This design comes from an exercise in tuning for small area, a short achievable clock period and few clock cycles on the open sky130 flow, not from production work. At most, simulation tests tie the RTL to the original design; equivalence was not proved. The RTL of runs 1 and 2 was laid out without a check of its function. Power and IR drop assume default switching activity.

--- config.mk ---
export PLATFORM = sky130hd
export DESIGN_NAME = cache
export DESIGN_NICKNAME = cache
export VERILOG_FILES = /design/flow/design.v
export SDC_FILE = /design/flow/constraint.sdc
export NUM_CORES = 4
export LEC_CHECK = 0
export CAP_MARGIN = 20
export CORE_MARGIN = 2
export CORE_UTILIZATION = 40
export SETUP_SLACK_MARGIN = 3.2
export SLEW_MARGIN = 20
--- design.v ---
module cache(
    clk,
    proc_reset,
    proc_read,
    proc_write,
    proc_addr,
    proc_rdata,
    proc_wdata,
    proc_stall,
    mem_read,
    mem_write,
    mem_addr,
    mem_rdata,
    mem_wdata,
    mem_ready
);
    input          clk;
    input          proc_reset;
    input          proc_read, proc_write;
    input   [29:0] proc_addr;   
    input   [31:0] proc_wdata;
    output         proc_stall;
    output  [31:0] proc_rdata;
    input  [127:0] mem_rdata;
    input          mem_ready;
    output         mem_read, mem_write;
    output  [27:0] mem_addr;
    output [127:0] mem_wdata;
    reg [127:0] block0 [0:3];
    reg [127:0] block1 [0:3];
    reg [25:0]  tag0 [0:3];
    reg [25:0]  tag1 [0:3];
    reg [3:0]   valid0, valid1;
    reg [3:0]   dirty0, dirty1;
    reg [3:0]   mru;                
    reg s_wb, s_rd, s_done;
    reg hit_r, way_r;               
    reg [31:0]  rdata_r;
    reg [27:0]  maddr_r;
    reg [127:0] mwdata_r;
    wire s_idle = ~(s_wb | s_rd | s_done);
    wire [25:0] tag_t  = proc_addr[29:4];
    wire [1:0]  index  = proc_addr[3:2];
    wire [1:0]  offset = proc_addr[1:0];
    wire        req    = proc_read | proc_write;
    wire [3:0] eq0, eq1;
    genvar s;
    generate
        for (s = 0; s < 4; s = s + 1) begin : g_cmp
            assign eq0[s] = valid0[s] && (tag0[s] == tag_t);
            assign eq1[s] = valid1[s] && (tag1[s] == tag_t);
        end
    endgenerate
    wire hit0 = eq0[index];
    wire hit1 = eq1[index];
    wire hit  = hit0 | hit1;
    wire [25:0]  tag0_i = tag0[index];
    wire [25:0]  tag1_i = tag1[index];
    wire [127:0] blk0_i = block0[index];
    wire [127:0] blk1_i = block1[index];
    wire victim    = ~mru[index];                  
    wire vic_dirty = victim ? (valid1[index] & dirty1[index])
                            : (valid0[index] & dirty0[index]);
    wire fill = s_rd & mem_ready;
    assign proc_stall = ~s_done;
    assign proc_rdata = rdata_r;
    assign mem_write  = s_wb;
    assign mem_read   = s_rd;
    assign mem_addr   = maddr_r;
    assign mem_wdata  = mwdata_r;
    wire look = s_idle & req;
    always @(posedge clk) begin
        if (proc_reset) begin
            s_wb   <= 1'b0;
            s_rd   <= 1'b0;
            s_done <= 1'b0;
        end else begin
            s_wb   <= s_wb ? ~mem_ready : (look & ~hit & vic_dirty);
            s_rd   <= s_rd ? ~mem_ready : ((look & ~hit & ~vic_dirty) | (s_wb & mem_ready));
            s_done <= (look & hit) | fill;
        end
    end
    always @(posedge clk) begin
        hit_r <= s_idle & hit;
        way_r <= hit1;
    end
    wire [31:0] rd0 = blk0_i[offset*32 +: 32];
    wire [31:0] rd1 = blk1_i[offset*32 +: 32];
    wire [31:0] rdm = mem_rdata[offset*32 +: 32];
    always @(posedge clk) begin
        rdata_r  <= s_rd ? rdm : (hit0 ? rd0 : rd1);
        maddr_r  <= ((s_idle & vic_dirty) | (s_wb & ~mem_ready))
                    ? {(victim ? tag1_i : tag0_i), index} : proc_addr[29:2];
        mwdata_r <= victim ? blk1_i : blk0_i;
    end
    wire wr_hit = s_done & hit_r & proc_write;
    integer i;
    always @(posedge clk) begin
        if (proc_reset) begin
            valid0 <= 4'd0;
            valid1 <= 4'd0;
            dirty0 <= 4'd0;
            dirty1 <= 4'd0;
            mru    <= 4'd0;
        end else begin
            for (i = 0; i < 4; i = i + 1) begin
                if (index == i) begin
                    if (s_done & hit_r) mru[i] <= way_r;
                    else if (fill) mru[i] <= victim;
                    if (fill) begin
                        if (victim) begin
                            valid1[i] <= 1'b1;
                            dirty1[i] <= proc_write;
                        end else begin
                            valid0[i] <= 1'b1;
                            dirty0[i] <= proc_write;
                        end
                    end else if (wr_hit) begin
                        if (~way_r) dirty0[i] <= 1'b1;
                        if ( way_r) dirty1[i] <= 1'b1;
                    end
                end
            end
        end
    end
    wire [127:0] wdata;
    genvar k;
    generate
        for (k = 0; k < 4; k = k + 1) begin : g_wd
            assign wdata[k*32 +: 32] = (s_rd && !(proc_write && offset == k))
                                       ? mem_rdata[k*32 +: 32] : proc_wdata;
        end
    endgenerate
    integer j, w;
    always @(posedge clk) begin
        for (j = 0; j < 4; j = j + 1) begin
            if (index == j) begin
                if (fill & ~victim) tag0[j] <= tag_t;
                if (fill &  victim) tag1[j] <= tag_t;
                for (w = 0; w < 4; w = w + 1) begin
                    if ((fill & ~victim) | (wr_hit & ~way_r & (offset == w)))
                        block0[j][w*32 +: 32] <= wdata[w*32 +: 32];
                    if ((fill &  victim) | (wr_hit &  way_r & (offset == w)))
                        block1[j][w*32 +: 32] <= wdata[w*32 +: 32];
                end
            end
        end
    end
endmodule
--- run.sh ---
#!/bin/bash
# synth_recipe.tcl (not shown) runs the flow's synth.tcl, then flattens the netlist and writes it again
# the make line also repeats each setting of config.mk as NAME=value (left out here)
make -C /OpenROAD-flow-scripts/flow DESIGN_CONFIG=/design/flow/config.mk WORK_HOME=/design/flow/orfs CLKGATE_MAP_FILE= SYNTH_SCRIPT=/design/flow/synth_recipe.tcl finish
--- constraint.sdc ---
create_clock -name core_clock -period 6.0 [get_ports {clk}]
set_input_delay 1.2000 -clock core_clock [delete_from_list [all_inputs] [get_ports {clk}]]
set_output_delay 1.2000 -clock core_clock [all_outputs]
set_load 0.01 [all_outputs]
==> results of run 1 <==
-- repair_timing --
| item | CTS | global route |
|---|---|---|
| resized for setup | 605 | 116 |
| cloned | 40 | 2 |
| setup endpoints to repair | 2482 | 1280 |
| setup buffers | 51 | 6 |
| hold endpoints to repair | 0 | 0 |
| pin swaps | 92 | 49 |
| hold buffers | 0 | 0 |
-- worst max-delay path, stage by stage --
cell                        delay (ps)
sky130_fd_sc_hd__buf_6             120
sky130_fd_sc_hd__buf_8             130
sky130_fd_sc_hd__xor2_1            150
sky130_fd_sc_hd__nor2_1            200
sky130_fd_sc_hd__nand4_1           220
sky130_fd_sc_hd__o22a_4            340
sky130_fd_sc_hd__a2bb2oi_4         180
sky130_fd_sc_hd__buf_12            190
sky130_fd_sc_hd__buf_12            140
sky130_fd_sc_hd__buf_12            120
sky130_fd_sc_hd__buf_16            140
sky130_fd_sc_hd__o211ai_1          330
sky130_fd_sc_hd__nand4_1           130
sky130_fd_sc_hd__or2_1             220
-- routing by layer --
| metal | part of all wire (%) | vias up |
|---|---|---|
| li1 | - | 14819 |
| met1 | 37 | 19064 |
| met2 | 47 | 2391 |
| met3 | 11 | 493 |
| met4 | 5.4 | 20 |
| met5 | 0.057 | - |
-- through the flow --
step                      instance area, um^2  setup WS [ps]
after CTS                               73100           2900
after detailed placement                65900            826
after global routing                    73600           2780
final                                   73600           2830
after floorplan                         60100           2610
after global placement                  65900            858
-- power by group --
group          internal, mW  switching (mW)
Clock                  5.36            4.07
Combinational         0.818            1.45
Sequential             11.3           0.119
-- worst min path at each step --
stage	from	to	slack (ps)	cells after the start
after global placement	valid0[3]$_SDFFE_PP0P_	valid0[3]$_SDFFE_PP0P_	490	2
after detailed placement	valid0[1]$_SDFFE_PP0P_	valid0[1]$_SDFFE_PP0P_	500	2
after CTS	valid0[1]$_SDFFE_PP0P_	valid0[1]$_SDFFE_PP0P_	510	2
after floorplan	valid1[0]$_SDFFE_PP0P_	valid1[0]$_SDFFE_PP0P_	450	2
after global routing	valid0[0]$_SDFFE_PP0P_	valid0[0]$_SDFFE_PP0P_	530	2
final	valid0[1]$_SDFFE_PP0P_	valid0[1]$_SDFFE_PP0P_	510	2
-- logic make-up after synthesis --
family | share of synthesized area (%)
flops | 69.9
simple gates | 3.25
mux | 15.4
buf+inv | 2.59
xor+xnor | 3.08
compound gates | 5.86
-- cell usage after synthesis, drive strengths merged --
cell | instances | area [um^2]
a211o | 1 | 8.76
a211oi | 12 | 90.1
a21boi | 1 | 7.51
a21oi | 148 | 741
a221oi | 1 | 8.76
a2bb2oi | 2 | 23.8
a31oi | 3 | 18.8
a41oi | 31 | 272
and2 | 3 | 18.8
buf | 90 | 567
clkbuf | 122 | 458
dfxtp | 213 | 4260
edfxtp | 1232 | 37000
inv | 134 | 503
mux2 | 160 | 1800
mux2i | 29 | 290
mux4 | 310 | 6980
nand2 | 143 | 537
nand2b | 9 | 56.3
nand3 | 15 | 75.1
nand3b | 1 | 7.51
nand4 | 43 | 269
nand4b | 1 | 8.76
nor2 | 69 | 259
nor2b | 7 | 43.8
nor3 | 9 | 45.0
nor3b | 2 | 15.0
nor4 | 56 | 357
nor4b | 1 | 8.76
o211ai | 124 | 931
o21a | 1 | 7.51
o21ai | 259 | 1300
o22a | 1 | 8.76
o22ai | 3 | 25.0
o31ai | 2 | 15.0
o32ai | 1 | 8.76
or2 | 34 | 213
or4 | 1 | 7.51
xnor2 | 6 | 52.6
xor2 | 202 | 1770
-- sequential cells by signal, indices dropped and copies added, names as in the netlist, 28 cells and up --
register  flops
tag0        104
mwdata_r    128
maddr_r      28
tag1        104
rdata_r      32
block0      512
block1      512
-- area by class of cell --
class	count	area [um^2]	share of cell area [%]
timing repair buffer	578	6800	9.24
sequential	1445	41300	56.1
multi-input combinational	1694	17600	23.9
inverter	134	507	0.688
clock buffer	200	4160	5.65
tap	1930	2410	3.28
clock inverter	84	818	1.11
antenna	5	12.5	0.0170
==> tab_implementation.tex, run 1 <==
\begin{tabular}{lr}
\hline
Metric & Value \\
\hline
\multicolumn{2}{l}{\textbf{Run status}} \\
\quad Outcome & timing/DRC/antenna clean \\
\multicolumn{2}{l}{\textbf{Power and ir drop}} \\
\quad LEAKAGE & 24.7 nW \\
\quad Power density over the cells & approximately 310 mW/mm\^{}2 \\
\quad VDD IR-drop max & 0.245 mV \\
\quad Pwr Total & between 20 and 25 mW \\
\multicolumn{2}{l}{\textbf{Finish}} \\
\quad Final layout net count & $\sim$4200 \\
\quad Most common cell after layout, fill and taps aside & sky130\_fd\_sc\_hd\_\_edfxtp\_1 \\
\quad Filler Cell Count & roughly 12000 \\
\quad Layout overhead on the synthesized area & 24.6\% \\
\quad Core utilization of the finished layout & about 50\% \\
\quad Share of final-layout standard cells stronger than drive strength 1 & 26.8\% \\
\quad Commonest cells after routing, fill and taps aside & sky130\_fd\_sc\_hd\_\_edfxtp\_1 (1232), sky130\_fd\_sc\_hd\_\_mux4\_2 (310), sky130\_fd\_sc\_hd\_\_dfxtp\_1 (191) \\
\quad Final Instance Count excl. Fillers & between 6000 and 7000 \\
\multicolumn{2}{l}{\textbf{STA}} \\
\quad Worst hold slack & 513 ps \\
\quad Period utilisation layout & 52.8\% \\
\quad Total setup violations reported at the end of the flow & 0 \\
\quad Count of final hold-check violations & 0 \\
\quad Shortest clock period the worst path allows after layout & around 3200 ps \\
\quad Aggregate negative setup slack & 0 ps \\
\quad Pin slew with the least headroom to its limit & 935 ps \\
\quad Worst slew margin relative to its limit & 37.0\% \\
\quad Final Slew Violations & 0 \\
\quad Fmax & 315 MHz \\
\quad Worst clock skew & 34.1 ps \\
\quad Setup repair after global routing missed its margin & yes \\
\multicolumn{2}{l}{\textbf{Yosys}} \\
\quad Syn Std Cell Area & 0.0591 mm\^{}2 \\
\quad Post-synthesis instance total & between 3000 and 4000 \\
\quad Share of synthesized area occupied by flip-flops and latches & 69.9\% \\
\quad Syn Area/Cell & roughly 17 um\^{}2 \\
\quad Net Count, Synth & 3677 \\
\quad Yosys warning total & 5 \\
\quad FF+latch count, synth & about 1400 \\
\quad Count of unique library cells instantiated by Yosys & 48 \\
\multicolumn{2}{l}{\textbf{Worst setup path}} \\
\quad Critical path destination & rdata\_r[11]\$\_DFF\_P\_ \\
\quad Worst Setup Path Type & in2reg \\
\quad Max FO, Critical Path & 8 \\
\quad Arrival @ worst endpoint & 3850 ps \\
\quad Crit path required time & 6680 ps \\
\quad Number of cells on the worst reg-to-reg path & 12 \\
\quad Slack of the worst reg-to-reg path & 2920 ps \\
\quad Startpoint of the worst-slack reg-to-reg timing path & tag0[3][19]\$\_DFFE\_PP\_ \\
\quad Reg-to-reg endpoint & rdata\_r[11]\$\_DFF\_P\_ \\
\quad Kind of end point of the critical path & flop \\
\quad CP startpoint kind & input pin \\
\quad Start point of the critical path & proc\_addr[21] \\
\multicolumn{2}{l}{\textbf{Placement}} \\
\quad Final HPWL DP & about 130 mm \\
\quad GPL Wtd Cong & 0.914 \\
\quad DP Cell Count & 5682 \\
\quad Count of buffers inserted at the top-level ports & $\sim$390 \\
\multicolumn{2}{l}{\textbf{Detailed routing}} \\
\quad DRC violation count after routing & 0 \\
\quad Via/cell ratio & 6.06 \\
\quad First DRT Iteration DRCs & 4887 \\
\quad Total wire length & about 210 mm \\
\quad Routed wirelength normalized by instance count & 34.7 um \\
\quad Vias after detailed routing & 36787 \\
\quad First-pass iteration count of the detailed router & 6 \\
\quad Detail Route Antenna Nets & 0 \\
\multicolumn{2}{l}{\textbf{GRT}} \\
\quad Met2 routing resource usage after global routing & 43.4\% \\
\quad Global-route wire length before repair & 288 mm \\
\quad GRT met1 Usage & 35.8\% \\
\quad Overall overflow remaining after global route & 0 \\
\quad Total Routing Usage GR & 27.5\% \\
\quad Maximum number of pins on one net before global-route repair & 98 \\
\quad Antenna violations before repair & 17 \\
\quad Vias in the first global route & 36245 \\
\quad Met3 track demand over resource in global routing & 6.85\% \\
\quad Most used routing layer & met2 \\
\multicolumn{2}{l}{\textbf{Floorplan}} \\
\quad DIE AREA & 0.151 mm\^{}2 \\
\quad Overall die width & 388 um \\
\quad Num ports & 386 \\
\quad Site row count & 141 \\
\quad Core Box Area & 0.147 mm\^{}2 \\
\quad Effective utilization at floorplan & between 40\% and 50\% \\
\quad Die extent in y & 388 um \\
\multicolumn{2}{l}{\textbf{Clock network}} \\
\quad Clock buffer depth & 3 \\
\quad Clock slew at the register clock pins of the worst setup and hold paths & 60 ps \\
\quad Htree depth & 4 \\
\quad Number of buffers created by CTS & 154 \\
\quad Clk\_lat worst skew & roughly 800 ps \\
\quad Clock Sink Count & between 1000 and 1500 \\
\quad CTS tree & built \\
\quad Root buffer cell & sky130\_fd\_sc\_hd\_\_clkbuf\_16 \\
\multicolumn{2}{l}{\textbf{Flow run}} \\
\quad Max Cap Viol & 0 \\
\multicolumn{2}{l}{\textbf{Worst hold path}} \\
\quad Tightest Hold Check Type & reg2reg \\
\hline
\end{tabular}
==> inputs of run 2 (changes only) <==
--- a/config.mk
+++ b/config.mk
@@ -10,3 +10,3 @@
 export CORE_UTILIZATION = 40
-export SETUP_SLACK_MARGIN = 3.2
+export SETUP_SLACK_MARGIN = 3.6
 export SLEW_MARGIN = 20
==> tab_implementation.tex, run 2 <==
\begin{tabular}{lr}
\hline
Metric & Value \\
\hline
\multicolumn{2}{l}{\textbf{Placement}} \\
\quad Count of buffers inserted at the top-level ports & 385 (unchanged) \\
\quad Placed Instance Area & 0.0667 mm\^{}2 (+1.2\%) \\
\quad Final HPWL DP & 137 mm (+8.0\%) \\
\quad GPL Wtd Cong & 0.930 (+1.8\%) \\
\quad Worst Setup Slack post-DPL & 1190 ps (+364 ps) \\
\quad DP Cell Count & 5686 (+0.070\%) \\
\multicolumn{2}{l}{\textbf{Power and ir drop}} \\
\quad Power dissipated by switching net loads & 6.13 mW (+8.8\%) \\
\quad Internal cell power & 18.0 mW (+2.9\%) \\
\quad Comb pwr share & 12.2\% (+2.4 points) \\
\quad Net Sw Frac & 25.4\% (+1.0 points) \\
\quad Proportion of power drawn by the clock network & 40.3\% (-0.5 points) \\
\quad Pwr Total & 24.1 mW (+4.4\%) \\
\quad VDD IR-drop max & 0.377 mV (+54\%) \\
\quad Power density over the cells & 293 mW/mm\^{}2 (-6.8\%) \\
\quad LEAKAGE & 28.3 nW (+14\%) \\
\quad Register share of total power & 47.5\% (-1.9 points) \\
\multicolumn{2}{l}{\textbf{Clock network}} \\
\quad Clock buffer depth & 3 (unchanged) \\
\quad CTS tree & built \\
\quad Htree depth & 4 (unchanged) \\
\quad Root buffer cell & sky130\_fd\_sc\_hd\_\_clkbuf\_16 \\
\quad Number of buffers created by CTS & 157 (+1.9\%) \\
\quad Clock Sink Count & 1445 (unchanged) \\
\quad Clk\_lat worst skew & 850 ps (+60 ps) \\
\quad Clock slew at the register clock pins of the worst setup and hold paths & 70 ps (about the same) \\
\multicolumn{2}{l}{\textbf{Worst setup path}} \\
\quad CP Cell Sequence & buf\_12 > xor2\_4 > nor4\_4 > nand4\_1 > o22a\_1 > a2bb2oi\_4 > buf\_12 > buf\_16 > buf\_12 > buf\_16 > o21ai\_1 > a41oi\_1 > or2\_1 \\
\quad Crit-path leading delay family & compound AO/OA/AOI/OAI gates \\
\quad Arrival @ worst endpoint & 4070 ps (+220 ps) \\
\quad Cell with the biggest individual delay on the critical path & sky130\_fd\_sc\_hd\_\_nor4\_4 \\
\quad Most frequent cell on the critical path & sky130\_fd\_sc\_hd\_\_buf\_12 \\
\quad Crit path buf inv count & 5 (-1) \\
\quad CP startpoint kind & input pin \\
\quad Kind of end point of the critical path & flop \\
\quad Max FO, Critical Path & 9 (+1) \\
\quad Peak per-stage delay on the critical path & 360 ps (+20 ps) \\
\quad Crit path required time & 6730 ps (+50 ps) \\
\quad Worst Setup Path Type & in2reg \\
\multicolumn{2}{l}{\textbf{Finish}} \\
\quad Filler Cell Count & 11019 (-9.9\%) \\
\quad Final Instance Count excl. Fillers & 6418 (+5.7\%) \\
\quad Layout overhead on the synthesized area & 39.5\% \\
\quad Final layout net count & 4539 (+8.0\%) \\
\quad Commonest cells after routing, fill and taps aside & sky130\_fd\_sc\_hd\_\_edfxtp\_1 (1232), sky130\_fd\_sc\_hd\_\_mux4\_2 (310), sky130\_fd\_sc\_hd\_\_buf\_6 (242) \\
\quad Most common cell after layout, fill and taps aside & sky130\_fd\_sc\_hd\_\_edfxtp\_1 \\
\quad Core utilization of the finished layout & 56.0\% (+6.0 points) \\
\quad Share of final-layout standard cells stronger than drive strength 1 & 42.5\% (+16 points) \\
\quad Storage cell area & 0.0415 mm\^{}2 (+0.55\%) \\
\quad Area of the multi-input gates & 0.0190 mm\^{}2 (+7.7\%) \\
\quad Largest registers & block0 x512, block1 x512, mwdata\_r x128 \\
\quad Fin area & 0.0824 mm\^{}2 (+12\%) \\
\multicolumn{2}{l}{\textbf{STA}} \\
\quad Total setup violations reported at the end of the flow & 0 (unchanged) \\
\quad Aggregate negative setup slack & 0 ps (unchanged) \\
\quad Final Slew Violations & 0 (unchanged) \\
\quad Worst slew margin relative to its limit & 23.1\% (-14 points) \\
\quad Pin slew with the least headroom to its limit & 1150 ps (+219 ps) \\
\quad Fmax & 299 MHz (-5.3\%) \\
\quad Shortest clock period the worst path allows after layout & 3350 ps (+176 ps) \\
\quad Period utilisation layout & 55.8\% (+2.9 points) \\
\quad Setup repair after global routing missed its margin & yes \\
\quad Count of final hold-check violations & 0 (unchanged) \\
\quad Setup slack after layout & 2650 ps (-176 ps) \\
\quad Worst clock skew & 47.0 ps (+12.9 ps) \\
\quad Worst hold slack & 519 ps (+6.32 ps) \\
\multicolumn{2}{l}{\textbf{Detailed routing}} \\
\quad Total wire length & 264 mm (+25\%) \\
\quad First DRT Iteration DRCs & 7110 (+45\%) \\
\quad Vias after detailed routing & 41251 (+12\%) \\
\quad Detail Route Antenna Nets & 0 (unchanged) \\
\quad DRC violation count after routing & 0 (unchanged) \\
\quad Via/cell ratio & 6.43 (+6.1\%) \\
\quad Routed wirelength normalized by instance count & 41.1 um (+18\%) \\
\quad First-pass iteration count of the detailed router & 8 (+2) \\
\multicolumn{2}{l}{\textbf{GRT}} \\
\quad Global-route wire length before repair & 338 mm (+18\%) \\
\quad Vias in the first global route & 38886 (+7.3\%) \\
\quad Maximum number of pins on one net before global-route repair & 75 (-23\%) \\
\quad Total Routing Usage GR & 33.3\% (+5.8 points) \\
\quad Antenna violations before repair & 33 (+16) \\
\quad Overall overflow remaining after global route & 0 (unchanged) \\
\multicolumn{2}{l}{\textbf{Yosys}} \\
\quad FF+latch count, synth & 1445 (unchanged) \\
\quad Mux cell area share after synthesis & 15.4\% (unchanged) \\
\quad Net Count, Synth & 3677 (unchanged) \\
\quad Area fraction in compound gates after synthesis & 5.86\% (unchanged) \\
\quad Count of flip-flops with a built-in enable after synthesis & 1232 (unchanged) \\
\quad Top area cells in the synthesized netlist & sky130\_fd\_sc\_hd\_\_edfxtp\_1 (63\%), sky130\_fd\_sc\_hd\_\_mux4\_2 (12\%), sky130\_fd\_sc\_hd\_\_dfxtp\_1 (7.2\%) \\
\quad Dominant synthesized flop cell & sky130\_fd\_sc\_hd\_\_edfxtp\_1 \\
\quad Count of unique library cells instantiated by Yosys & 48 (unchanged) \\
\quad Post-synthesis xor/xnor area fraction & 3.08\% (unchanged) \\
\quad Most numerous cell types in the synthesized netlist & sky130\_fd\_sc\_hd\_\_edfxtp\_1 (1232), sky130\_fd\_sc\_hd\_\_mux4\_2 (310), sky130\_fd\_sc\_hd\_\_o21ai\_0 (253) \\
\quad Post-Synth Adder-Cell Area & 0\% (unchanged) \\
\quad Combinational family with the most area after synthesis & multiplexers \\
\quad Share of synthesized area occupied by flip-flops and latches & 69.9\% (unchanged) \\
\quad Post-synth top area cell & sky130\_fd\_sc\_hd\_\_edfxtp\_1 \\
\quad Portion of synthesized cell area occupied by the leading cell type & 62.6\% (unchanged) \\
\quad Syn Area/Cell & 17.0 um\^{}2 (unchanged) \\
\quad Proportion of register bits with asynchronous set or reset after synthesis & 0\% (unchanged) \\
\quad Simple-gate share of the synthesized area & 3.25\% (unchanged) \\
\quad Most frequent cell after synthesis & sky130\_fd\_sc\_hd\_\_edfxtp\_1 \\
\quad Post-synthesis instance total & 3482 (unchanged) \\
\quad Yosys warning total & 5 (unchanged) \\
\quad Syn Std Cell Area & 0.0591 mm\^{}2 (unchanged) \\
\multicolumn{2}{l}{\textbf{Floorplan}} \\
\quad Die extent in y & 388 um (unchanged) \\
\quad DIE AREA & 0.151 mm\^{}2 (unchanged) \\
\quad Core Box Area & 0.147 mm\^{}2 (unchanged) \\
\quad Effective utilization at floorplan & 40.1\% (unchanged) \\
\quad Overall die width & 388 um (unchanged) \\
\quad Num ports & 386 (unchanged) \\
\quad Site row count & 141 (unchanged) \\
\multicolumn{2}{l}{\textbf{Worst hold path}} \\
\quad Tightest Hold Check Type & reg2reg \\
\multicolumn{2}{l}{\textbf{Run status}} \\
\quad Outcome & timing/DRC/antenna clean \\
\multicolumn{2}{l}{\textbf{Flow run}} \\
\quad Max Cap Viol & 0 (unchanged) \\
\hline
\end{tabular}
run 2: final timing paths:
path | slack (ps) | cells past startpoint | start | endpoint
worst max-delay path | 2650 | 13 | proc_addr[27] | rdata_r[29]$_DFF_P_
worst min-delay path | 520 | 2 | valid1[2]$_SDFFE_PP0P_ | valid1[2]$_SDFFE_PP0P_
worst max register to register | 2680 | 12 | tag0[2][23]$_DFFE_PP_ | rdata_r[29]$_DFF_P_
worst min register to register | 520 | 2 | valid1[2]$_SDFFE_PP0P_ | valid1[2]$_SDFFE_PP0P_
run 2: logic make-up (layout without fill, tap and decap cells):
| kind of cell | after synthesis | after routing |
|---|---|---|
| xor+xnor | 208 | 208 |
| flops | 1445 | 1445 |
| compound gates | 590 | 590 |
| other cells | 0 | 12 |
| mux | 499 | 500 |
| simple gates | 394 | 396 |
| buf+inv | 346 | 1337 |
run 2: area by class of cell:
class / count / share of cell area, %
antenna: 12 / 0.0364
clock buffer: 215 / 5.34
clock inverter: 76 / 0.852
inverter: 134 / 0.610
multi-input combinational: 1694 / 23.0
sequential: 1445 / 50.4
tap: 1930 / 2.93
timing repair buffer: 912 / 16.8
run 2: metal layers:
layer,vias to the layer above,global-route usage [%],part of all wire (%)
met5,-,1.47,0.17
met4,34,18.7,7.5
met3,859,13.5,16
met2,3957,47.9,42
met1,20824,42.6,34
li1,15577,-,-
run 2: worst register-to-register path, stage by stage, from the launching register on:
cell                        delay (ps)
sky130_fd_sc_hd__edfxtp_1          470
sky130_fd_sc_hd__xor2_4            200
sky130_fd_sc_hd__nor4_4            360
sky130_fd_sc_hd__nand4_1           190
sky130_fd_sc_hd__o22a_1            300
sky130_fd_sc_hd__a2bb2oi_4         230
sky130_fd_sc_hd__buf_12            200
sky130_fd_sc_hd__buf_16            180
sky130_fd_sc_hd__buf_12            160
sky130_fd_sc_hd__buf_16            130
sky130_fd_sc_hd__o21ai_1           280
sky130_fd_sc_hd__a41oi_1           240
sky130_fd_sc_hd__or2_1             290
run 2: what timing repair did:
action | CTS | global route
pin swaps | 117 | 84
buffers inserted | 212 | 46
hold buffers | 0 | 0
setup endpoints to repair | 2658 | 2025
cloned | 145 | 26
gates resized for setup | 1873 | 259
run 2: power by group through the flow:
stage / logic (mW) / clock network (mW) / registers, mW
global route: 2.99 / 10.1 / 11.5
global placement: 2.32 / 0 / 11.6
detailed placement: 2.34 / 0 / 11.6
finish: 2.94 / 9.72 / 11.5
floorplan: 1.27 / 0 / 11.6
CTS: 2.73 / 9.72 / 11.5
==> inputs of run 3 (changes only) <==
--- a/design.v
+++ b/design.v
@@ -89,4 +89,6 @@
     wire [31:0] rdm = mem_rdata[offset*32 +: 32];
+    wire [31:0] cand0 = s_rd ? rdm : rd0;
+    wire [31:0] cand1 = s_rd ? rdm : rd1;
     always @(posedge clk) begin
-        rdata_r  <= s_rd ? rdm : (hit0 ? rd0 : rd1);
+        rdata_r  <= hit0 ? cand0 : cand1;
         maddr_r  <= ((s_idle & vic_dirty) | (s_wb & ~mem_ready))
--- a/config.mk
+++ b/config.mk
@@ -10,3 +10,3 @@
 export CORE_UTILIZATION = 40
-export SETUP_SLACK_MARGIN = 3.6
+export SETUP_SLACK_MARGIN = 3.4
 export SLEW_MARGIN = 20
==> tab_implementation.tex, run 3 <==
\begin{tabular}{lr}
\hline
Metric & Value \\
\hline
\multicolumn{2}{l}{\textbf{Worst setup path}} \\
\quad Max FO, Critical Path & 96 (+87) \\
\quad Reg-to-reg endpoint & mwdata\_r[42]\$\_DFF\_P\_ \\
\quad Worst Setup Path Type & in2reg \\
\quad Crit path required time & 6640 ps (-90 ps) \\
\quad Kind of end point of the critical path & flop \\
\quad Slack of the worst reg-to-reg path & 3420 ps (+740 ps) \\
\quad Number of cells on the worst reg-to-reg path & 4 (-8) \\
\quad Arrival @ worst endpoint & 3390 ps (-680 ps) \\
\quad CP startpoint kind & input pin \\
\quad Startpoint of the worst-slack reg-to-reg timing path & mru[0]\$\_SDFFE\_PP0P\_ \\
\multicolumn{2}{l}{\textbf{Yosys}} \\
\quad Dominant synthesized flop cell & sky130\_fd\_sc\_hd\_\_edfxtp\_1 \\
\quad Top area cells in the synthesized netlist & sky130\_fd\_sc\_hd\_\_edfxtp\_1 (63\%), sky130\_fd\_sc\_hd\_\_mux4\_2 (16\%), sky130\_fd\_sc\_hd\_\_dfxtp\_1 (7.3\%) \\
\quad Portion of synthesized cell area occupied by the leading cell type & 63.4\% (+0.81 points) \\
\quad Share of synthesized area occupied by flip-flops and latches & 70.8\% (+0.91 points) \\
\quad Net Count, Synth & 3099 (-16\%) \\
\quad Most numerous cell types in the synthesized netlist & sky130\_fd\_sc\_hd\_\_edfxtp\_1 (1232), sky130\_fd\_sc\_hd\_\_mux4\_2 (405), sky130\_fd\_sc\_hd\_\_mux2\_2 (257) \\
\quad Post-synthesis instance total & 2904 (-17\%) \\
\quad FF+latch count, synth & 1445 (unchanged) \\
\quad Count of unique library cells instantiated by Yosys & 36 (-25\%) \\
\quad Proportion of register bits with asynchronous set or reset after synthesis & 0\% (unchanged) \\
\quad Most frequent cell after synthesis & sky130\_fd\_sc\_hd\_\_edfxtp\_1 \\
\quad Syn Area/Cell & 20.1 um\^{}2 (+18\%) \\
\quad Count of flip-flops with a built-in enable after synthesis & 1232 (unchanged) \\
\quad Post-synth top area cell & sky130\_fd\_sc\_hd\_\_edfxtp\_1 \\
\quad Syn Std Cell Area & 0.0583 mm\^{}2 (-1.3\%) \\
\quad Yosys warning total & 5 (unchanged) \\
\multicolumn{2}{l}{\textbf{Finish}} \\
\quad Layout overhead on the synthesized area & 23.8\% \\
\quad Filler Cell Count & 11746 (+6.6\%) \\
\quad Largest registers & block0 x512, block1 x512, mwdata\_r x128 \\
\quad Commonest cells after routing, fill and taps aside & sky130\_fd\_sc\_hd\_\_edfxtp\_1 (1232), sky130\_fd\_sc\_hd\_\_mux4\_2 (405), sky130\_fd\_sc\_hd\_\_mux2\_2 (257) \\
\quad Most common cell after layout, fill and taps aside & sky130\_fd\_sc\_hd\_\_edfxtp\_1 \\
\quad Area of the multi-input gates & 0.0172 mm\^{}2 (-9.2\%) \\
\quad Share of final-layout standard cells stronger than drive strength 1 & 39.8\% (-2.7 points) \\
\quad Final layout net count & 3653 (-20\%) \\
\quad Storage cell area & 0.0414 mm\^{}2 (-0.41\%) \\
\multicolumn{2}{l}{\textbf{STA}} \\
\quad Count of final hold-check violations & 0 (unchanged) \\
\quad Worst clock skew & 45.4 ps (-1.54 ps) \\
\quad Setup repair after global routing missed its margin & yes \\
\quad Aggregate negative setup slack & 0 ps (unchanged) \\
\quad Fmax & 364 MHz (+22\%) \\
\quad Final Slew Violations & 0 (unchanged) \\
\quad Total setup violations reported at the end of the flow & 0 (unchanged) \\
\quad Pin slew with the least headroom to its limit & 1010 ps (-149 ps) \\
\quad Shortest clock period the worst path allows after layout & 2750 ps (-600 ps) \\
\quad Worst slew margin relative to its limit & 33.0\% (+9.9 points) \\
\quad Period utilisation layout & 45.8\% (-10 points) \\
\multicolumn{2}{l}{\textbf{Floorplan}} \\
\quad Core Box Area & 0.145 mm\^{}2 (-1.3\%) \\
\quad DIE AREA & 0.149 mm\^{}2 (-1.3\%) \\
\quad Num ports & 386 (unchanged) \\
\quad Site row count & 140 (-0.71\%) \\
\quad Overall die width & 386 um (-0.64\%) \\
\quad Effective utilization at floorplan & 40.2\% (about the same) \\
\quad Die extent in y & 386 um (-0.64\%) \\
\multicolumn{2}{l}{\textbf{Detailed routing}} \\
\quad Total wire length & 179 mm (-32\%) \\
\quad Wire length on met1 & 73.8 mm (-18\%) \\
\quad Routed wirelength normalized by instance count & 32.6 um (-21\%) \\
\quad Vias after detailed routing & 31192 (-24\%) \\
\quad DRC violation count after routing & 0 (unchanged) \\
\quad Via/cell ratio & 5.66 (-12\%) \\
\quad Routed length on met3 & 11.2 mm (-73\%) \\
\quad Detail Route Antenna Nets & 0 (unchanged) \\
\quad First-pass iteration count of the detailed router & 6 (-2) \\
\quad Uppermost layer routed & met4 \\
\quad DR WL met2 & 89.2 mm (-20\%) \\
\quad First DRT Iteration DRCs & 3381 (-52\%) \\
\multicolumn{2}{l}{\textbf{Clock network}} \\
\quad Clock slew at the register clock pins of the worst setup and hold paths & 50 ps (-20 ps) \\
\quad CTS tree & built \\
\quad Clock Sink Count & 1445 (unchanged) \\
\quad Number of buffers created by CTS & 154 (-1.9\%) \\
\quad Clock buffer depth & 3 (unchanged) \\
\quad Clk\_lat worst skew & 820 ps (-30 ps) \\
\quad Htree depth & 4 (unchanged) \\
\quad Number of hold buffers added after CTS & 0 (unchanged) \\
\quad Root buffer cell & sky130\_fd\_sc\_hd\_\_clkbuf\_16 \\
\multicolumn{2}{l}{\textbf{Power and ir drop}} \\
\quad Net Sw Frac & 23.9\% (-1.5 points) \\
\quad Register share of total power & 49.1\% (+1.6 points) \\
\quad Proportion of power drawn by the clock network & 40.9\% (+0.6 points) \\
\quad Pwr Total & 23.3 mW (-3.5\%) \\
\quad Power density over the cells & 323 mW/mm\^{}2 (+10\%) \\
\quad Comb pwr share & 10.1\% (-2.1 points) \\
\quad Internal cell power & 17.7 mW (-1.5\%) \\
\quad LEAKAGE & 23.8 nW (-16\%) \\
\quad Power dissipated by switching net loads & 5.57 mW (-9.2\%) \\
\quad VDD IR-drop max & 0.198 mV (-47\%) \\
\multicolumn{2}{l}{\textbf{GRT}} \\
\quad Maximum number of pins on one net before global-route repair & 97 (+29\%) \\
\quad Global-route wire length before repair & 245 mm (-28\%) \\
\quad Total Routing Usage GR & 23.8\% (-9.6 points) \\
\quad Antenna violations before repair & 1 (-97\%) \\
\quad Overall overflow remaining after global route & 0 (unchanged) \\
\quad Vias in the first global route & 31720 (-18\%) \\
\multicolumn{2}{l}{\textbf{Worst hold path}} \\
\quad Hold path endpoint & valid1[2]\$\_SDFFE\_PP0P\_ \\
\quad Tightest Hold Check Type & reg2reg \\
\quad Hold Crit Depth & 2 (unchanged) \\
\quad Min-delay src & valid1[2]\$\_SDFFE\_PP0P\_ \\
\multicolumn{2}{l}{\textbf{Placement}} \\
\quad Count of buffers inserted at the top-level ports & 385 (unchanged) \\
\quad GPL Wtd Cong & 0.865 (-6.9\%) \\
\quad Final HPWL DP & 109 mm (-20\%) \\
\multicolumn{2}{l}{\textbf{Flow run}} \\
\quad Max Cap Viol & 0 (unchanged) \\
\multicolumn{2}{l}{\textbf{Run status}} \\
\quad Outcome & timing/DRC/antenna clean \\
\hline
\end{tabular}
## run 3: logic make-up (layout without fill, tap and decap cells)
family	after synthesis	count (layout)	synth area share, %
AND/OR/NAND/NOR	246	246	1.96
buffers and inverters	177	862	1.50
flip-flops	1445	1445	70.8
other	0	1	0
AO/OA/AOI/OAI	106	106	1.01
XOR/XNOR	208	208	3.12
multiplexers	722	723	21.6
## run 3: cell type report
cell class | instances | share of cell area [%]
clock inverters | 76 | 1.30
diodes | 1 | 0.00347
flip-flops and latches | 1445 | 57.3
multi-input cells | 1283 | 23.9
well taps | 1917 | 3.32
repair buffers | 570 | 8.37
inverters | 4 | 0.0208
clock buffers | 212 | 5.81
## run 3: how the worst max path moves through the flow
stage,start,end,depth (start not counted)
5_1_grt,proc_addr[2],maddr_r[3]$_DFF_P_,11
4_1_cts,proc_addr[2],rdata_r[6]$_DFF_P_,7
2_1_floorplan,proc_addr[2],block0[0][0]$_DFFE_PP_,5
6_report,proc_addr[2],mwdata_r[42]$_DFF_P_,5
3_5_place_dp,proc_addr[2],block0[0][57]$_DFFE_PP_,6
3_3_place_gp,proc_addr[2],block0[0][57]$_DFFE_PP_,6
## run 3: through the flow
step | cell area, um^2 | hold slack [ps] | setup slack, ps | utilization, % | std cells
floorplan | 59400 | 454 | 2790 | - | 2904
global placement | 65100 | 482 | 1210 | 44.8 | 5118
detailed placement | 65100 | 489 | 1170 | 44.8 | 5118
CTS | 71600 | 502 | 3330 | 49.3 | 5487
global route | 72200 | 545 | 3330 | 49.7 | 5507
finish | 72200 | 498 | 3250 | 49.7 | 5508
## run 3: repair_timing
action | CTS | global route
pin swaps | 30 | 11
gates cloned | 16 | 11
gates resized for setup | 966 | 99
setup endpoints to repair | 2658 | 641
setup buffers | 65 | 9
## run 3: per-layer routing
layer	track usage (%)	up-vias
met2	39.3	1281
met4	7.28	0
li1	-	12946
met5	0	-
met1	32.2	16738
met3	4.12	227
## run 3: worst max-delay path, stage by stage
cell                     delay (ps)
sky130_fd_sc_hd__buf_16         150
sky130_fd_sc_hd__mux4_4         730
sky130_fd_sc_hd__buf_4          190
sky130_fd_sc_hd__buf_12         180
sky130_fd_sc_hd__mux2_2         570
## run 3: power groups by stage
stage / clock [mW] / combinational [mW] / sequential (mW)
finish: 9.51 / 2.35 / 11.4
floorplan: 0 / 1.18 / 11.7
global route: 10.1 / 2.47 / 11.4
detailed placement: 0 / 2.25 / 11.6
global placement: 0 / 2.24 / 11.6
CTS: 9.67 / 2.29 / 11.4
Testbench counts of run 3, summed over its fixed seeds: cycles 145,525.
==> inputs of run 4 (changes only) <==
--- a/config.mk
+++ b/config.mk
@@ -10,3 +10,6 @@
 export CORE_UTILIZATION = 40
+export CTS_CLUSTER_DIAMETER = 80
+export CTS_CLUSTER_SIZE = 20
 export SETUP_SLACK_MARGIN = 3.4
 export SLEW_MARGIN = 20
+export TNS_END_PERCENT = 10
==> tab_implementation.tex, run 4 <==
\begin{tabular}{lr}
\hline
Metric & Value \\
\hline
\multicolumn{2}{l}{\textbf{Worst setup path}} \\
\quad CP Cell Sequence & buf\_16 > mux4\_4 > buf\_12 > o21ai\_4 > a21oi\_4 > buf\_12 > o21ai\_0 \\
\quad Max FO, Critical Path & 12 (-88\%) \\
\quad Arrival @ worst endpoint & 3420 ps (+30 ps) \\
\quad Peak per-stage delay on the critical path & 740 ps (about the same) \\
\quad Reg-to-reg endpoint & maddr\_r[4]\$\_DFF\_P\_ \\
\quad Most frequent cell on the critical path & sky130\_fd\_sc\_hd\_\_buf\_12 \\
\quad Kind of end point of the critical path & flop \\
\quad Slack of the worst reg-to-reg path & 3200 ps (-220 ps) \\
\quad Number of cells on the worst reg-to-reg path & 6 (+2) \\
\quad Worst Setup Path Type & in2reg \\
\quad CP startpoint kind & input pin \\
\quad Startpoint of the worst-slack reg-to-reg timing path & s\_rd\$\_SDFF\_PP0\_ \\
\quad Cell with the biggest individual delay on the critical path & sky130\_fd\_sc\_hd\_\_mux4\_4 \\
\quad Crit path required time & 6580 ps (-60 ps) \\
\multicolumn{2}{l}{\textbf{Yosys}} \\
\quad Area fraction in compound gates after synthesis & 1.01\% (unchanged) \\
\quad Share of synthesized area occupied by flip-flops and latches & 70.8\% (unchanged) \\
\quad Most numerous cell types in the synthesized netlist & sky130\_fd\_sc\_hd\_\_edfxtp\_1 (1232), sky130\_fd\_sc\_hd\_\_mux4\_2 (405), sky130\_fd\_sc\_hd\_\_mux2\_2 (257) \\
\quad Net Count, Synth & 3099 (unchanged) \\
\quad Post-Synth Adder-Cell Area & 0\% (unchanged) \\
\quad Most frequent cell after synthesis & sky130\_fd\_sc\_hd\_\_edfxtp\_1 \\
\quad Syn Area/Cell & 20.1 um\^{}2 (unchanged) \\
\quad Top area cells in the synthesized netlist & sky130\_fd\_sc\_hd\_\_edfxtp\_1 (63\%), sky130\_fd\_sc\_hd\_\_mux4\_2 (16\%), sky130\_fd\_sc\_hd\_\_dfxtp\_1 (7.3\%) \\
\quad Count of unique library cells instantiated by Yosys & 36 (unchanged) \\
\quad Count of flip-flops with a built-in enable after synthesis & 1232 (unchanged) \\
\quad Post-synthesis instance total & 2904 (unchanged) \\
\quad Post-synth top area cell & sky130\_fd\_sc\_hd\_\_edfxtp\_1 \\
\quad Combinational family with the most area after synthesis & multiplexers \\
\quad Dominant synthesized flop cell & sky130\_fd\_sc\_hd\_\_edfxtp\_1 \\
\quad FF+latch count, synth & 1445 (unchanged) \\
\quad Post-synthesis xor/xnor area fraction & 3.12\% (unchanged) \\
\quad Yosys warning total & 5 (unchanged) \\
\quad Syn Std Cell Area & 0.0583 mm\^{}2 (unchanged) \\
\quad Simple-gate share of the synthesized area & 1.96\% (unchanged) \\
\quad Portion of synthesized cell area occupied by the leading cell type & 63.4\% (unchanged) \\
\quad Proportion of register bits with asynchronous set or reset after synthesis & 0\% (unchanged) \\
\quad Mux cell area share after synthesis & 21.6\% (unchanged) \\
\multicolumn{2}{l}{\textbf{Finish}} \\
\quad Share of final-layout standard cells stronger than drive strength 1 & 34.0\% (-5.8 points) \\
\quad Final layout net count & 3642 (-0.30\%) \\
\quad Commonest cells after routing, fill and taps aside & sky130\_fd\_sc\_hd\_\_edfxtp\_1 (1232), sky130\_fd\_sc\_hd\_\_mux4\_2 (405), sky130\_fd\_sc\_hd\_\_clkdlybuf4s50\_1 (303) \\
\quad Fin area & 0.0712 mm\^{}2 (-1.3\%) \\
\quad Most common cell after layout, fill and taps aside & sky130\_fd\_sc\_hd\_\_edfxtp\_1 \\
\quad Layout overhead on the synthesized area & 22.1\% \\
\quad Largest registers & block0 x512, block1 x512, mwdata\_r x128 \\
\quad Final Instance Count excl. Fillers & 5445 (-1.1\%) \\
\multicolumn{2}{l}{\textbf{STA}} \\
\quad Setup slack after layout & 3160 ps (-95.3 ps) \\
\quad Total setup violations reported at the end of the flow & 0 (unchanged) \\
\quad Final Slew Violations & 0 (unchanged) \\
\quad Pin slew with the least headroom to its limit & 1260 ps (+256 ps) \\
\quad Shortest clock period the worst path allows after layout & 2840 ps (+95.3 ps) \\
\quad Period utilisation layout & 47.3\% (+1.6 points) \\
\quad Worst slew margin relative to its limit & 15.2\% (-18 points) \\
\quad Fmax & 352 MHz (-3.4\%) \\
\quad Count of final hold-check violations & 0 (unchanged) \\
\quad Aggregate negative setup slack & 0 ps (unchanged) \\
\quad Worst clock skew & 60.0 ps (+14.6 ps) \\
\quad Setup repair after global routing missed its margin & yes \\
\multicolumn{2}{l}{\textbf{Worst hold path}} \\
\quad Hold Crit Depth & 2 (unchanged) \\
\quad Tightest Hold Check Type & reg2reg \\
\quad Min-delay src & valid1[2]\$\_SDFFE\_PP0P\_ \\
\quad Hold path endpoint & valid1[2]\$\_SDFFE\_PP0P\_ \\
\multicolumn{2}{l}{\textbf{GRT}} \\
\quad Antenna violations before repair & 11 (+10) \\
\quad Vias in the first global route & 31327 (-1.2\%) \\
\quad Maximum number of pins on one net before global-route repair & 62 (-36\%) \\
\quad Global-route wire length before repair & 247 mm (+0.82\%) \\
\quad Total Routing Usage GR & 23.9\% (+0.13 points) \\
\quad Overall overflow remaining after global route & 0 (unchanged) \\
\multicolumn{2}{l}{\textbf{Detailed routing}} \\
\quad Detail Route Antenna Nets & 0 (unchanged) \\
\quad Via/cell ratio & 5.85 (+3.3\%) \\
\quad First DRT Iteration DRCs & 4077 (+21\%) \\
\quad DRC violation count after routing & 0 (unchanged) \\
\quad Vias after detailed routing & 31851 (+2.1\%) \\
\quad Total wire length & 183 mm (+2.1\%) \\
\quad First-pass iteration count of the detailed router & 6 (unchanged) \\
\quad Routed wirelength normalized by instance count & 33.7 um (+3.3\%) \\
\multicolumn{2}{l}{\textbf{Clock network}} \\
\quad Number of buffers created by CTS & 89 (-42\%) \\
\quad Htree depth & 3 (-1) \\
\quad CTS tree & built \\
\quad Root buffer cell & sky130\_fd\_sc\_hd\_\_clkbuf\_16 \\
\quad Clock Sink Count & 1445 (unchanged) \\
\quad Clock slew at the register clock pins of the worst setup and hold paths & 90 ps (+40 ps) \\
\quad Clk\_lat worst skew & 740 ps (-80 ps) \\
\quad Clock buffer depth & 3 (unchanged) \\
\multicolumn{2}{l}{\textbf{Placement}} \\
\quad DP Cell Count & 5119 (+0.020\%) \\
\quad Placed Instance Area & 0.0650 mm\^{}2 (-0.12\%) \\
\quad GPL Wtd Cong & 0.939 (+8.5\%) \\
\quad Count of buffers inserted at the top-level ports & 385 (unchanged) \\
\quad Final HPWL DP & 109 mm (-0.36\%) \\
\quad Worst Setup Slack post-DPL & 1290 ps (+119 ps) \\
\multicolumn{2}{l}{\textbf{Run status}} \\
\quad Outcome & timing/DRC/antenna clean \\
\multicolumn{2}{l}{\textbf{Flow run}} \\
\quad Max Cap Viol & 0 (unchanged) \\
\multicolumn{2}{l}{\textbf{Floorplan}} \\
\quad Overall die width & 386 um (unchanged) \\
\quad Die extent in y & 386 um (unchanged) \\
\quad DIE AREA & 0.149 mm\^{}2 (unchanged) \\
\quad Site row count & 140 (unchanged) \\
\quad Core Box Area & 0.145 mm\^{}2 (unchanged) \\
\quad Effective utilization at floorplan & 40.2\% (unchanged) \\
\quad Num ports & 386 (unchanged) \\
\multicolumn{2}{l}{\textbf{Power and ir drop}} \\
\quad LEAKAGE & 23.1 nW (-3.0\%) \\
\quad Pwr Total & 20.4 mW (-13\%) \\
\quad VDD IR-drop max & 0.196 mV (-1.0\%) \\
\quad Power density over the cells & 286 mW/mm\^{}2 (-11\%) \\
\hline
\end{tabular}
run 4: layout make-up:
type,instances,area (um^2)
Tap cell,1917,2400
Antenna cell,5,12.5
Clock inverter,26,302
Clock buffer,141,2530
Fill cell,11646,74000
Inverter,4,15.0
Timing Repair Buffer,618,7360
Multi-Input combinational cell,1289,17300
Sequential cell,1445,41300
run 4: cell families (layout without fill, tap and decap cells):
family / count (synthesis) / in the layout
xor gates and xnor gates: 208 / 208
and+or+nand+nor: 246 / 251
DFF: 1445 / 1445
AOI/OAI and AO/OA: 106 / 107
muxes: 722 / 723
other: 0 / 5
buffers and inverters: 177 / 789
run 4: worst max-delay path: cells and delay by family:
family                 cells  cell delay (ps)
AO/OA/AOI/OAI              3              950
buffers and inverters      3              520
multiplexers               1              740
run 4: power breakdown:
group	internal, mW	total (mW)	switching [mW]
Clock	3.04	6.51	3.46
Combinational	1.08	2.46	1.38
Sequential	11.3	11.4	0.104
Total	15.4	20.4	4.94
run 4: what timing repair did:
item | CTS | global route
hold buffers | 0 | 0
endpoints found under the setup margin | 2652 | 2107
gates cloned | 31 | 12
gates resized for setup | 409 | 44
pin swaps | 58 | 7
setup buffers | 96 | 15
run 4: worst max-delay path by stage:
stage / slack, ps / to / depth (start not counted) / start
after CTS: 3130 / mem_wdata[100] / 1 / mwdata_r[100]$_DFF_P_
after global routing: 3130 / proc_stall / 2 / s_done$_SDFF_PP0_
after detailed placement: 1290 / rdata_r[5]$_DFF_P_ / 7 / proc_addr[3]
after floorplan: 2790 / block0[0][0]$_DFFE_PP_ / 8 / proc_addr[3]
after global placement: 1090 / rdata_r[18]$_DFF_P_ / 9 / proc_addr[20]
final: 3160 / maddr_r[4]$_DFF_P_ / 7 / proc_addr[2]
run 4: layer usage:
layer	global-route usage [%]	up-vias	share of wire (%)
met1	33.2	16997	40
met2	38.7	1740	48
met5	0	-	0.020
met4	6.85	6	3.0
li1	-	12870	-
met3	4.36	238	9.0
run 4: through the flow:
step	hold WS, ps	utilization [%]
CTS	516	48.6
floorplan	454	-
detailed placement	503	44.8
global placement	495	44.7
finish	517	49.0
global route	532	49.0
==> inputs of run 5 (changes only) <==
--- a/design.v
+++ b/design.v
@@ -56,9 +56,15 @@
     wire hit  = hit0 | hit1;
-    wire [25:0]  tag0_i = tag0[index];
-    wire [25:0]  tag1_i = tag1[index];
     wire [127:0] blk0_i = block0[index];
     wire [127:0] blk1_i = block1[index];
-    wire victim    = ~mru[index];                  
-    wire vic_dirty = victim ? (valid1[index] & dirty1[index])
-                            : (valid0[index] & dirty0[index]);
+    wire [3:0]  vdirty_s;
+    wire [25:0] vtag_s [0:3];
+    generate
+        for (s = 0; s < 4; s = s + 1) begin : g_vic
+            assign vdirty_s[s] = mru[s] ? (valid0[s] & dirty0[s]) : (valid1[s] & dirty1[s]);
+            assign vtag_s[s]   = mru[s] ? tag0[s] : tag1[s];
+        end
+    endgenerate
+    wire        victim    = ~mru[index];           
+    wire        vic_dirty = vdirty_s[index];
+    wire [25:0] vtag_i    = vtag_s[index];
     wire fill = s_rd & mem_ready;
@@ -94,3 +100,3 @@
         maddr_r  <= ((s_idle & vic_dirty) | (s_wb & ~mem_ready))
-                    ? {(victim ? tag1_i : tag0_i), index} : proc_addr[29:2];
+                    ? {vtag_i, index} : proc_addr[29:2];
         mwdata_r <= victim ? blk1_i : blk0_i;
@@ -110,5 +116,5 @@
                     if (s_done & hit_r) mru[i] <= way_r;
-                    else if (fill) mru[i] <= victim;
+                    else if (fill) mru[i] <= ~mru[i];
                     if (fill) begin
-                        if (victim) begin
+                        if (~mru[i]) begin
                             valid1[i] <= 1'b1;
@@ -139,8 +145,8 @@
             if (index == j) begin
-                if (fill & ~victim) tag0[j] <= tag_t;
-                if (fill &  victim) tag1[j] <= tag_t;
+                if (fill &  mru[j]) tag0[j] <= tag_t;
+                if (fill & ~mru[j]) tag1[j] <= tag_t;
                 for (w = 0; w < 4; w = w + 1) begin
-                    if ((fill & ~victim) | (wr_hit & ~way_r & (offset == w)))
+                    if ((fill &  mru[j]) | (wr_hit & ~way_r & (offset == w)))
                         block0[j][w*32 +: 32] <= wdata[w*32 +: 32];
-                    if ((fill &  victim) | (wr_hit &  way_r & (offset == w)))
+                    if ((fill & ~mru[j]) | (wr_hit &  way_r & (offset == w)))
                         block1[j][w*32 +: 32] <= wdata[w*32 +: 32];
--- a/config.mk
+++ b/config.mk
@@ -14,2 +14 @@
 export SLEW_MARGIN = 20
-export TNS_END_PERCENT = 10
==> tab_implementation.tex, run 5 <==
\begin{tabular}{lr}
\hline
Metric & Value \\
\hline
\multicolumn{2}{l}{\textbf{Clock network}} \\
\quad CTS tree & built \\
\quad Htree depth & 3 (unchanged) \\
\quad Root buffer cell & sky130\_fd\_sc\_hd\_\_clkbuf\_16 \\
\quad Number of hold buffers added after CTS & 0 (unchanged) \\
\quad Clock slew at the register clock pins of the worst setup and hold paths & 80 ps (about the same) \\
\quad Clock buffer depth & 3 (unchanged) \\
\quad Clk\_lat worst skew & 740 ps (about the same) \\
\quad Number of buffers created by CTS & 92 (+3.4\%) \\
\quad Clock Sink Count & 1445 (unchanged) \\
\multicolumn{2}{l}{\textbf{Detailed routing}} \\
\quad DRC violation count after routing & 0 (unchanged) \\
\quad Vias after detailed routing & 35306 (+11\%) \\
\quad Total wire length & 212 mm (+16\%) \\
\quad Via/cell ratio & 6.09 (+4.1\%) \\
\quad First DRT Iteration DRCs & 5067 (+24\%) \\
\quad Detail Route Antenna Nets & 0 (unchanged) \\
\quad Routed wirelength normalized by instance count & 36.6 um (+8.8\%) \\
\quad First-pass iteration count of the detailed router & 5 (-1) \\
\multicolumn{2}{l}{\textbf{Placement}} \\
\quad Count of buffers inserted at the top-level ports & 385 (unchanged) \\
\quad GPL Wtd Cong & 0.948 (+0.95\%) \\
\quad Final HPWL DP & 121 mm (+11\%) \\
\multicolumn{2}{l}{\textbf{Finish}} \\
\quad Layout overhead on the synthesized area & 22.8\% \\
\quad Largest registers & block0 x512, block1 x512, mwdata\_r x128 \\
\quad Share of final-layout standard cells stronger than drive strength 1 & 33.3\% (-0.67 points) \\
\quad Final layout net count & 3985 (+9.4\%) \\
\quad Commonest cells after routing, fill and taps aside & sky130\_fd\_sc\_hd\_\_edfxtp\_1 (1232), sky130\_fd\_sc\_hd\_\_mux4\_2 (321), sky130\_fd\_sc\_hd\_\_mux2\_2 (227) \\
\quad Most common cell after layout, fill and taps aside & sky130\_fd\_sc\_hd\_\_edfxtp\_1 \\
\multicolumn{2}{l}{\textbf{Yosys}} \\
\quad Portion of synthesized cell area occupied by the leading cell type & 62.3\% (-1.1 points) \\
\quad Post-synth top area cell & sky130\_fd\_sc\_hd\_\_edfxtp\_1 \\
\quad Post-synthesis instance total & 3237 (+11\%) \\
\quad Count of flip-flops with a built-in enable after synthesis & 1232 (unchanged) \\
\quad Syn Std Cell Area & 0.0594 mm\^{}2 (+1.8\%) \\
\quad Proportion of register bits with asynchronous set or reset after synthesis & 0\% (unchanged) \\
\quad Most frequent cell after synthesis & sky130\_fd\_sc\_hd\_\_edfxtp\_1 \\
\quad Yosys warning total & 5 (unchanged) \\
\quad Most numerous cell types in the synthesized netlist & sky130\_fd\_sc\_hd\_\_edfxtp\_1 (1232), sky130\_fd\_sc\_hd\_\_mux4\_2 (321), sky130\_fd\_sc\_hd\_\_mux2\_2 (258) \\
\quad Top area cells in the synthesized netlist & sky130\_fd\_sc\_hd\_\_edfxtp\_1 (62\%), sky130\_fd\_sc\_hd\_\_mux4\_2 (12\%), sky130\_fd\_sc\_hd\_\_dfxtp\_1 (7.2\%) \\
\quad Syn Area/Cell & 18.3 um\^{}2 (-8.7\%) \\
\quad FF+latch count, synth & 1445 (unchanged) \\
\quad Share of synthesized area occupied by flip-flops and latches & 69.5\% (-1.2 points) \\
\quad Net Count, Synth & 3432 (+11\%) \\
\quad Count of unique library cells instantiated by Yosys & 50 (+39\%) \\
\quad Dominant synthesized flop cell & sky130\_fd\_sc\_hd\_\_edfxtp\_1 \\
\multicolumn{2}{l}{\textbf{GRT}} \\
\quad Overall overflow remaining after global route & 0 (unchanged) \\
\quad Maximum number of pins on one net before global-route repair & 70 (+13\%) \\
\quad Vias in the first global route & 34586 (+10\%) \\
\quad Global-route wire length before repair & 284 mm (+15\%) \\
\quad Antenna violations before repair & 13 (+2) \\
\quad Total Routing Usage GR & 27.2\% (+3.3 points) \\
\multicolumn{2}{l}{\textbf{Power and ir drop}} \\
\quad Pwr Total & 20.5 mW (+0.66\%) \\
\quad Net Sw Frac & 25.1\% (+0.88 points) \\
\quad LEAKAGE & 23.7 nW (+2.4\%) \\
\quad Comb pwr share & 12.1\% (about the same) \\
\quad Proportion of power drawn by the clock network & 32.3\% (+0.3 points) \\
\quad VDD IR-drop max & 0.222 mV (+13\%) \\
\quad Register share of total power & 55.6\% (-0.4 points) \\
\quad Power dissipated by switching net loads & 5.15 mW (+4.3\%) \\
\quad Power density over the cells & 281 mW/mm\^{}2 (-1.6\%) \\
\quad Internal cell power & 15.3 mW (-0.51\%) \\
\multicolumn{2}{l}{\textbf{Floorplan}} \\
\quad Site row count & 141 (+0.71\%) \\
\quad DIE AREA & 0.151 mm\^{}2 (+1.8\%) \\
\quad Num ports & 386 (unchanged) \\
\quad Core Box Area & 0.147 mm\^{}2 (+1.6\%) \\
\quad Overall die width & 389 um (+0.89\%) \\
\quad Die extent in y & 389 um (+0.89\%) \\
\quad Effective utilization at floorplan & 40.2\% (+0.092 points) \\
\multicolumn{2}{l}{\textbf{Worst setup path}} \\
\quad Max FO, Critical Path & 13 (+1) \\
\quad CP startpoint kind & input pin \\
\quad Arrival @ worst endpoint & 2940 ps (-480 ps) \\
\quad Crit path buf inv count & 2 (-1) \\
\quad Kind of end point of the critical path & flop \\
\quad Crit path required time & 6280 ps (-300 ps) \\
\quad Cell with the biggest individual delay on the critical path & sky130\_fd\_sc\_hd\_\_clkinvlp\_4 \\
\quad Peak per-stage delay on the critical path & 600 ps (-140 ps) \\
\quad Worst Setup Path Type & in2reg \\
\quad Crit-path leading delay family & buffers and inverters \\
\quad CP Cell Sequence & clkdlybuf4s15\_1 > and2\_2 > nand3\_4 > clkinvlp\_4 \\
\multicolumn{2}{l}{\textbf{STA}} \\
\quad Worst slew margin relative to its limit & 32.0\% (+17 points) \\
\quad Worst clock skew & 48.1 ps (-11.9 ps) \\
\quad Total setup violations reported at the end of the flow & 0 (unchanged) \\
\quad Final Slew Violations & 0 (unchanged) \\
\quad Worst hold slack & 473 ps (-44.5 ps) \\
\quad Pin slew with the least headroom to its limit & 1020 ps (-245 ps) \\
\quad Aggregate negative setup slack & 0 ps (unchanged) \\
\quad Shortest clock period the worst path allows after layout & 2670 ps (-173 ps) \\
\quad Fmax & 375 MHz (+6.5\%) \\
\quad Setup repair after global routing missed its margin & yes \\
\quad Period utilisation layout & 44.5\% (-2.9 points) \\
\quad Count of final hold-check violations & 0 (unchanged) \\
\multicolumn{2}{l}{\textbf{Flow run}} \\
\quad Max Cap Viol & 0 (unchanged) \\
\multicolumn{2}{l}{\textbf{Run status}} \\
\quad Outcome & timing/DRC/antenna clean \\
\multicolumn{2}{l}{\textbf{Worst hold path}} \\
\quad Tightest Hold Check Type & reg2reg \\
\hline
\end{tabular}
-- run 5: cell count changes in the layout (fill, tap and decap cells not counted), sizes merged, moves of 25 or more --
cell | before | now
o22ai | 3 | 55
dlygate4sd2 | 50 | 109
clkdlybuf4s15 | 0 | 74
clkinv | 13 | 38
clkdlybuf4s50 | 303 | 162
nand2b | 4 | 37
mux4 | 406 | 322
buf | 237 | 273
a21oi | 20 | 50
o221ai | 0 | 31
nor3 | 9 | 44
a22o | 0 | 32
a221oi | 0 | 31
mux2i | 60 | 106
-- run 5: area by class of cell --
cell class                 count  area [um^2]
inverter                      45          199
antenna                        3         7.51
sequential                  1445        41400
tap                         1930         2410
timing repair inverter         8         60.1
clock inverter                28          307
timing repair buffer         653         7590
multi-input combinational   1545        18300
fill                       12145        74600
clock buffer                 143         2560
-- run 5: cells by family (layout without fill, tap and decap cells) --
| family | after synthesis | after routing | synth area share (%) |
|---|---|---|---|
| mux | 685 | 686 | 18.9 |
| xor+xnor | 208 | 208 | 3.07 |
| flops | 1445 | 1445 | 69.5 |
| buf+inv | 248 | 877 | 1.98 |
| other cells | 0 | 3 | 0 |
| compound gates | 266 | 266 | 3.39 |
| simple gates | 385 | 385 | 3.19 |
-- run 5: timing repair --
item	4_1_cts	5_1_grt
hold endpoints to repair	0	0
buffers inserted	111	29
setup endpoints to repair	2551	603
gates cloned	35	13
pin swaps	54	29
gates resized for setup	694	87
-- run 5: stage by stage --
stage               worst slack (ps)  cell area (um^2)  instances  utilization, %
finish                          3330             72900       5800            49.4
global route                    3320             72900       5798            49.4
CTS                             3330             72000       5755            48.8
detailed placement              1340             66300       5438            45.0
global placement                1390             66300       5437            44.9
floorplan                       2920             60400       3237               -
-- run 5: power by group through the flow --
| stage | combinational, mW | clock [mW] | sequential (mW) |
|---|---|---|---|
| 3_5_place_dp | 2.23 | 0 | 11.6 |
| 4_1_cts | 2.40 | 6.69 | 11.4 |
| 2_1_floorplan | 1.19 | 0 | 11.6 |
| 6_report | 2.49 | 6.61 | 11.4 |
| 5_1_grt | 2.58 | 7.03 | 11.4 |
| 3_3_place_gp | 2.22 | 0 | 11.6 |
-- run 5: final timing paths --
path / slack (ps) / depth (start not counted) / from / to
setup / recovery: 3330 / 4 / mem_ready / tag0[3][8]$_DFFE_PP_
hold / removal: 470 / 2 / valid0[2]$_SDFFE_PP0P_ / valid0[2]$_SDFFE_PP0P_
setup reg to reg: 3410 / 5 / mru[3]$_SDFFE_PP0P_ / mwdata_r[43]$_DFF_P_
hold reg to reg: 470 / 2 / valid0[2]$_SDFFE_PP0P_ / valid0[2]$_SDFFE_PP0P_
-- run 5: worst min-delay path: cells and delay by family (launching register included) --
kind,cells,cell delay (ps)
flops,1,330
compound gates,1,50
buf+inv,1,50
-- run 5: routing by layer --
| layer | global-route usage (%) | vias up | wire length (um) |
|---|---|---|---|
| met5 | 0 | - | 44 |
| met4 | 8.56 | 6 | 6790 |
| met3 | 4.33 | 315 | 20200 |
| met2 | 42.9 | 2153 | 98800 |
| met1 | 38.8 | 18740 | 86500 |
| li1 | - | 14092 | - |
Testbench counts of run 5, summed over its fixed seeds: cycles 145,525.

-- what the ideal ports hide --
In the flow no input, the clock included, has a driving cell. The finished layouts below were timed again as built, in two steps. Step 1, drivers: a clkbuf_16 drives clk and a buf_2 each remaining input, both assumed. Step 2 moves the port delays by t, midway between the first and last clock arrival at a register: inputs arrive t later, outputs are due t later. That takes back most of the time a late clock gives input paths. Three values: ideal, step 1, step 2; two values: the first two.
run	shift t [ns]	setup slack, ns	clock arrival spread, ns	worst register clock-pin slew, ns	worst data-port slew with drivers (ns)
run 1	0.863	2.830 / 2.733 / 1.869	0.038 / 0.037	0.07 / 0.07	0.27
run 2	0.907	2.654 / 2.664 / 1.756	0.057 / 0.057	0.07 / 0.07	0.31
run 3	0.879	3.254 / 3.059 / 2.179	0.055 / 0.055	0.06 / 0.06	0.30
run 4	0.799	3.159 / 3.067 / 2.268	0.063 / 0.063	0.09 / 0.09	0.34
run 5	0.803	3.332 / 3.220 / 2.417	0.051 / 0.051	0.09 / 0.09	0.32
After both steps every run listed still meets setup and hold. For run 3, which loses most, drivers alone change the setup slack by -0.195 ns; drivers and shift together by -1.075 ns.
